What follows belongs to an exercise in optimizing a design on an open flow for a short achievable clock period and few clock cycles; a production flow would make more cautious choices.
No functional check of the RTL was part of this run.

[design/flow/run.sh]
#!/bin/bash
# synth_recipe.tcl (not shown) runs the flow's synth.tcl, then flattens the netlist and writes it again
# the make line also repeats each setting of config.mk as NAME=value (left out here)
make -C /OpenROAD-flow-scripts/flow DESIGN_CONFIG=/design/flow/config.mk WORK_HOME=/design/flow/orfs CLKGATE_MAP_FILE= SYNTH_SCRIPT=/design/flow/synth_recipe.tcl finish
[design/flow/design.v]
module control(
	input rst,
	input clk,
	input [7:0] opcode,  
	output reg write_enable_memory,  
	output reg write_enable_reg,  
	output reg [1:0] control_op,  
	output reg finaliza_execucao,  
	output reg jump_enable  
);
always@(*) begin
	if (rst)begin
       		write_enable_memory = 0;
        	write_enable_reg = 0;
        	control_op = 2'b00;
        	finaliza_execucao = 0;
        	jump_enable = 0;
	end
	case(opcode)
		8'h00 : begin  
			write_enable_memory = 0; 
			write_enable_reg = 1;  
			control_op = 2'b01;  
			finaliza_execucao = 0;
			jump_enable = 0;
		end
		8'h01 : begin  
			write_enable_memory = 0;
			write_enable_reg = 1;  
			control_op = 2'b10;  
			finaliza_execucao = 0;
			jump_enable = 0;
		end
		8'h02 : begin  
			write_enable_memory = 0;
			write_enable_reg = 1;  
			control_op = 2'b11;  
			finaliza_execucao = 0;
			jump_enable = 0;
		end
		8'h03 : begin  
			write_enable_memory = 1;  
			write_enable_reg = 0;
			control_op = 2'b00;  
			finaliza_execucao = 0;
			jump_enable = 0;
		end
		8'h05 : begin  
			write_enable_memory = 0; 
			write_enable_reg = 0; 
			control_op = 2'b00; 
			finaliza_execucao = 0;
			jump_enable = 1;
		end
		8'h09 : begin  
			write_enable_memory = 0;
			write_enable_reg = 1;  
			control_op = 2'b00;  
			finaliza_execucao = 0;
			jump_enable = 0;
		end
		8'h0A : begin  
			write_enable_memory = 0;
			write_enable_reg = 1;  
			control_op = 2'b00;  
			finaliza_execucao = 0;
			jump_enable = 0;
		end
		8'h0B : begin  
			write_enable_memory = 0;
			write_enable_reg = 1;  
			control_op = 2'b00;  
			finaliza_execucao = 0;
			jump_enable = 0;
		end
		8'h0C : begin  
			write_enable_memory = 0;
			write_enable_reg = 1;  
			control_op = 2'b00;  
			finaliza_execucao = 0;
			jump_enable = 0;
		end
		8'hFF : begin  
			write_enable_memory = 0;
			write_enable_reg = 0;
			control_op = 2'b00;
			finaliza_execucao = 1;  
			jump_enable = 0;
		end
		default : begin  
			write_enable_memory = 0;
			write_enable_reg = 0;
			control_op = 2'b00;
			finaliza_execucao = 0;
			jump_enable = 0;
		end
	endcase
end
endmodule
module memory(
	input clk,
	input rst,
	input [31:0] pc,  
	input write_enable,  
	output [31:0] inst,  
	input [31:0] read_data,  
	input [31:0] add_write,  
	input [31:0] data_write,  
	output [31:0] data_out,  
	input prog_we,  
	input [5:0] prog_addr,  
	input [31:0] prog_data  
);
	reg [31:0] memoria [0:63];  
always@(posedge clk) begin
	if(rst)begin
		if(prog_we)begin
			memoria[prog_addr] <= prog_data;
		end
	end
	else begin
		if(write_enable)begin
			memoria[add_write[7:2]] <= data_write;
		end
	end
end
assign inst = memoria[pc[7:2]];
assign data_out = memoria[read_data[7:2]];
endmodule
module registradores(
	input clk,
	input rst,
	input [3:0] add_reg1,  
	input [3:0] add_reg2,  
	input [3:0] add_reg_write,  
	input [31:0] data_reg_write,  
	input enable_write,  
	output [31:0] reg_out1,  
	output [31:0] reg_out2  
);
reg [31:0] registrador [15:0];
integer i;
always@(posedge clk or posedge rst)begin
	if (rst)begin
			for(i = 0; i < 16; i = i + 1)begin
				registrador[i] <= 0;
		end
	end
	else begin
		if(enable_write) begin
			registrador[add_reg_write] <= data_reg_write;
		end
	end
end
assign reg_out1 = registrador[add_reg1];
assign reg_out2 = registrador[add_reg2];
endmodule
module ula(
	input clk,
	input [7:0] opcode,
	input [31:0] A,
	input [31:0] B,
	output reg [31:0] out
);
always@(*) begin
	case(opcode)
		8'h09 : out = A + B;
		8'h0A : out = A - B;
		8'h0B : out = A & B;
		8'h0C : out = A | B;
		default: out = 0;
	endcase
end
endmodule
module top(
	input clk,
	input rst,
	output wire [31:0] debug_pc,
	output wire [31:0] debug_inst,
	output wire [31:0] debug_alu_out,
	input prog_we,  
	input [5:0] prog_addr,  
	input [31:0] prog_data,  
	output wire retire,  
	output wire halted  
);
wire [31:0] reg_out1, reg_out2;
reg [31:0] data_reg_write;
wire [31:0] inst;
reg [31:0] pc;
wire [31:0] data_load;
wire [31:0] data_store;
wire [31:0] in_A, in_B;
wire [31:0] alu_out;
wire write_enable;  
wire finaliza_execucao;  
wire enable_reg_write;  
wire [1:0] reg_write_control;  
wire jump_enable;  
wire [31:0] extend;
assign extend = {{16{inst[15]}}, inst[15:0]};
always@(*)begin
	case(reg_write_control)
		2'b00 : data_reg_write = alu_out;
		2'b01 : data_reg_write = extend;
		2'b10 : data_reg_write = reg_out2;
		2'b11 : data_reg_write = data_load;
		default : data_reg_write = 0;
	endcase
end
registradores reg_inst(
	.clk(clk),
	.rst(rst),
	.add_reg1(inst[23:20]),
	.add_reg2(inst[19:16]),
	.reg_out1(reg_out1),
	.reg_out2(reg_out2),
	.add_reg_write(inst[23:20]),
	.data_reg_write(data_reg_write),
	.enable_write(enable_reg_write)
);
memory mem_inst(
	.clk(clk),
	.rst(rst),
	.pc(pc),  
	.inst(inst),  
	.read_data(reg_out2),  
	.data_out(data_load),  
	.add_write(reg_out1),  
	.data_write(reg_out2),  
	.write_enable(write_enable & ~rst),
	.prog_we(prog_we),
	.prog_addr(prog_addr),
	.prog_data(prog_data)
 );
ula ula_inst(
	.clk(clk),
	.opcode(inst[31:24]),
	.A(reg_out1),
	.B(reg_out2),
	.out(alu_out)
);
control control_inst(
	.rst(rst),
	.clk(clk),
	.opcode(inst[31:24]),  
	.write_enable_memory(write_enable),  
	.write_enable_reg(enable_reg_write),  
	.control_op(reg_write_control),  
	.finaliza_execucao(finaliza_execucao),  
	.jump_enable(jump_enable)  
);
always @(posedge clk or posedge rst) begin
    if (rst) begin
        pc <= 0;
    end else if (finaliza_execucao) begin
        pc <= pc;  
    end else if (jump_enable) begin
        pc <= pc + 4 + extend;
    end else begin
        pc <= pc + 4;
    end
end
assign debug_pc = pc;
assign debug_inst = inst;
assign debug_alu_out = alu_out;
assign retire = ~rst & ~finaliza_execucao;
assign halted = ~rst & finaliza_execucao;
endmodule
[design/flow/config.mk]
export PLATFORM = sky130hd
export DESIGN_NAME = top
export DESIGN_NICKNAME = top
export VERILOG_FILES = /design/flow/design.v
export SDC_FILE = /design/flow/constraint.sdc
export NUM_CORES = 4
export LEC_CHECK = 0
export CAP_MARGIN = 20
export CORE_MARGIN = 2
export CORE_UTILIZATION = 40
export SETUP_SLACK_MARGIN = 0.6
export SLEW_MARGIN = 20
[design/flow/constraint.sdc]
create_clock -name core_clock -period 12.5 [get_ports {clk}]
set_input_delay 2.5000 -clock core_clock [delete_from_list [all_inputs] [get_ports {clk}]]
set_output_delay 2.5000 -clock core_clock [all_outputs]
set_load 0.01 [all_outputs]
==> impl_metrics.tcl <==
set metrics [dict create \
    grt_max_degree 158 \
    die_h_microns 577 \
    cts_made_buffers 287 \
    min_period_ns 11.67 \
    hold_path.startpoint "pc[31]" \
    hold_path_class "flop to flop" \
    path_class "flop to output port" \
    die_x_microns 577 \
    ctsHoldBuffers 0 \
    start_kind "flop" \
    cts.sinks 2592 \
    yosysTopAreaCellShare 0.467 \
    cts_tree "yes" \
    cp_max_fo 17 \
    path_clk_slew_ns 0.06 \
    syn_area_sq_mm 0.132 \
    clk_latency_ns 0.93 \
    max_freq_mhz 85.7 \
    clock_path_buffers 4 \
    tightest_slew_ns 1.29 \
    post_drt_via_cell_ratio 6.89 \
    relSlewSlack 0.135 \
    synth_warnings 6 \
    fin_skew_ns 0.0879 \
    yosysMostFrequentCell "nand2_1" \
    num_io_pins 139 \
    place_area_sq_mm 0.141 \
    rsz0062_at_grt "no" \
    dieArea_sq_mm 0.333 \
    clockRootBuffer "clkbuf_16" \
    cap_violations 0 \
    grt-ovfl-total 0 \
    layout-drive-gt1-share 0.197 \
    synth_cell_types 111 \
    antenna_found_initial 64 \
    postSynthAreaPerCell_sq_um 12.2 \
    ys_async_sr_fraction 0.210 \
    cpMostUsedCell "buf_4" \
    synthCells 10800 \
    initial_utilization 0.402 \
    drt_iter0_markers 18400 \
    required_ns 10.00 \
    drtPass1Iterations 9 \
    portBuffers 138 \
    slew_viol_final 0 \
    num_rows 210 \
    setup_viol 0 \
    ys.flop_type "edfxtp_1" \
    drcViolationCount 0 \
    track_usage 0.365 \
    cts_max_level 5 \
    netlist_top_cells_area "edfxtp_1 (47%), mux4_2 (11%), dfrtp_1 (10%), nand2_1 (6.7%), nand3_1 (3.3%)" \
    setup_tns_ns 0 \
    drtAntennaViolNets 0 \
    synth_enable_flop_cells 2048 \
    ys_seq_area_frac 0.571 \
    grt_first_pass_wirelength_mm 842 \
    dp_hpwl_mm 396 \
    syn2layout_area_growth_pct 15.1 \
    ys_top_cells_by_count "nand2_1 (2350), edfxtp_1 (2048), nand3_1 (872), mux4_2 (621), dfrtp_1 (544)" \
    drt_wl_total_mm 622 \
    synth_area_leader_cell "edfxtp_1" \
    synth_nets 10900 \
    nNetsFinal 11100 \
    grt_pass1_vias 100000 \
    final_hold_viol_count 0 \
    dr_total_vias 108000 \
    globalplace.congestion 1.03 \
    coreArea_sq_mm 0.327 \
    rr_startpoint "pc[2]" \
    crit_path_end_kind "output port" \
    critical_path.slowest_cell "clkdlybuf4s50_1" \
    ys_seq_elements 2592 \
    crit_arrival_ns 9.17 \
    final_cell_area_sq_mm 0.151 \
    crit_start "pc[2]" \
    critPathMaxStageDelay_ns 0.57 \
    status "timing/DRC/antenna clean" \
    fin_crit_sh 0.934 \
    wl_per_cell_microns 39.9 \
]
## registers in the layout, indices dropped and copies added, names as in the netlist
register,flops
mem_inst.memoria,2048
pc,32
reg_inst.registrador,512
## cell families after synthesis
group / share of synthesized area
simple gates: 0.134
flops: 0.571
compound gates: 0.0992
mux: 0.146
buf+inv: 0.0356
xor+xnor: 0.00726
fa+ha+maj: 0.00658
## worst max-delay path, delay by kind of cell, from the launching register on
| kind | cells | cell delay [ns] |
|---|---|---|
| compound gates | 11 | 2.39 |
| simple gates | 4 | 0.69 |
| fa+ha+maj | 1 | 0.23 |
| mux | 4 | 1.51 |
| flops | 1 | 0.44 |
| xor+xnor | 1 | 0.11 |
| buf+inv | 11 | 2.81 |
## layout make-up
class	instances	area, sq um
Clock inverter	122	1250
Fill cell	29000	176000
Tap cell	4346	5440
Inverter	86	339
Sequential cell	2592	75100
Multi-Input combinational cell	7226	53500
Antenna cell	50	125
Timing Repair Buffer	819	7940
Clock buffer	372	7700
## layout by cell type (no fill, tap or decap), types with 37 or more instances in the layout
master / count
a211oi_1: 65
a21oi_1: 309
a221oi_1: 81
a22o_1: 89
a22oi_1: 156
a311oi_1: 101
a31oi_1: 130
a32oi_1: 43
and3_1: 178
buf_12: 53
buf_4: 577
clkbuf_1: 70
clkbuf_16: 291
clkdlybuf4s50_1: 133
clkinv_1: 38
clkinv_2: 37
dfrtp_1: 539
diode_2: 50
edfxtp_1: 2048
ha_1: 66
inv_1: 79
mux2_2: 204
mux2i_1: 261
mux4_2: 621
nand2_1: 2326
nand3_1: 869
nand4_1: 69
nor2_1: 191
nor2_4: 68
nor3_1: 63
o21ai_0: 405
o21ai_1: 38
o22a_1: 37
o22ai_1: 60
o31ai_1: 37
xnor2_1: 68
xor2_1: 41
## stage by stage
stage	setup slack [ns]	cells	hold WS [ns]	utilization
finish	0.829	15600	0.473	0.463
global route	0.604	15600	0.505	0.462
CTS	0.601	15500	0.476	0.461
detailed placement	0.318	15000	0.468	0.430
global placement	0.0504	15000	0.470	0.429
floorplan	1.62	10800	0.458	-
## per-layer routing
metal,wire (microns),vias to the layer above,GRT usage,part of all wire
met4,55000,42,0.266,0.088
met1,215000,54000,0.456,0.34
met2,262000,9378,0.523,0.42
met5,325,-,0.000709,0.00052
met3,90500,2372,0.128,0.15
li1,-,41800,-,-
## timing repair
action / CTS / global route
gates cloned: 14 / 0
endpoints found under the hold margin: 0 / 0
gates resized for setup: 103 / 32
setup buffers: 47 / 17
setup endpoints to repair: 19 / 10
pin swaps: 17 / 11
## worst paths after layout
check / endpoint / cells after the start / slack [ns]
worst max register to register: reg_inst.registrador[10][27] / 25 / 2.38
worst max-delay path: debug_alu_out[23] / 32 / 0.83
min in group asynchronous: pc[5] / 4 / 2.28
worst min-delay path: pc[31] / 1 / 0.47
worst min register to register: pc[31] / 1 / 0.47
max in group asynchronous: reg_inst.registrador[15][7] / 5 / 8.53

==> separate check: timing with driven ports <==
The flow's constraints put no driver on any port. The routed layout listed below was extracted and timed again, unchanged, in two steps.
Step 1 (the two cells are an assumption about what drives the block):
set clk [get_ports {clk}]
set_driving_cell -lib_cell sky130_fd_sc_hd__clkbuf_16 $clk
set_driving_cell -lib_cell sky130_fd_sc_hd__buf_2 [delete_from_list [all_inputs] $clk]
Step 2 adds t to the input delays and takes it off the output delays; t is the mean of the earliest and latest rising clock arrival at the registers after step 1. Input paths then give back, and output paths get back, about the clock's delay inside the block.
Slacks: no drivers / after step 1 / after step 2; pairs: no drivers / after step 1.
t (ns): 0.993
setup WS [ns]: 0.829 / 0.719 / 1.712
clock arrival spread, ns: 0.087 / 0.088
worst data-port slew with drivers (ns): 0.12
After both steps this run still meets setup and hold. For this run, drivers alone change the setup slack by -0.110 ns; drivers and shift together by +0.883 ns.
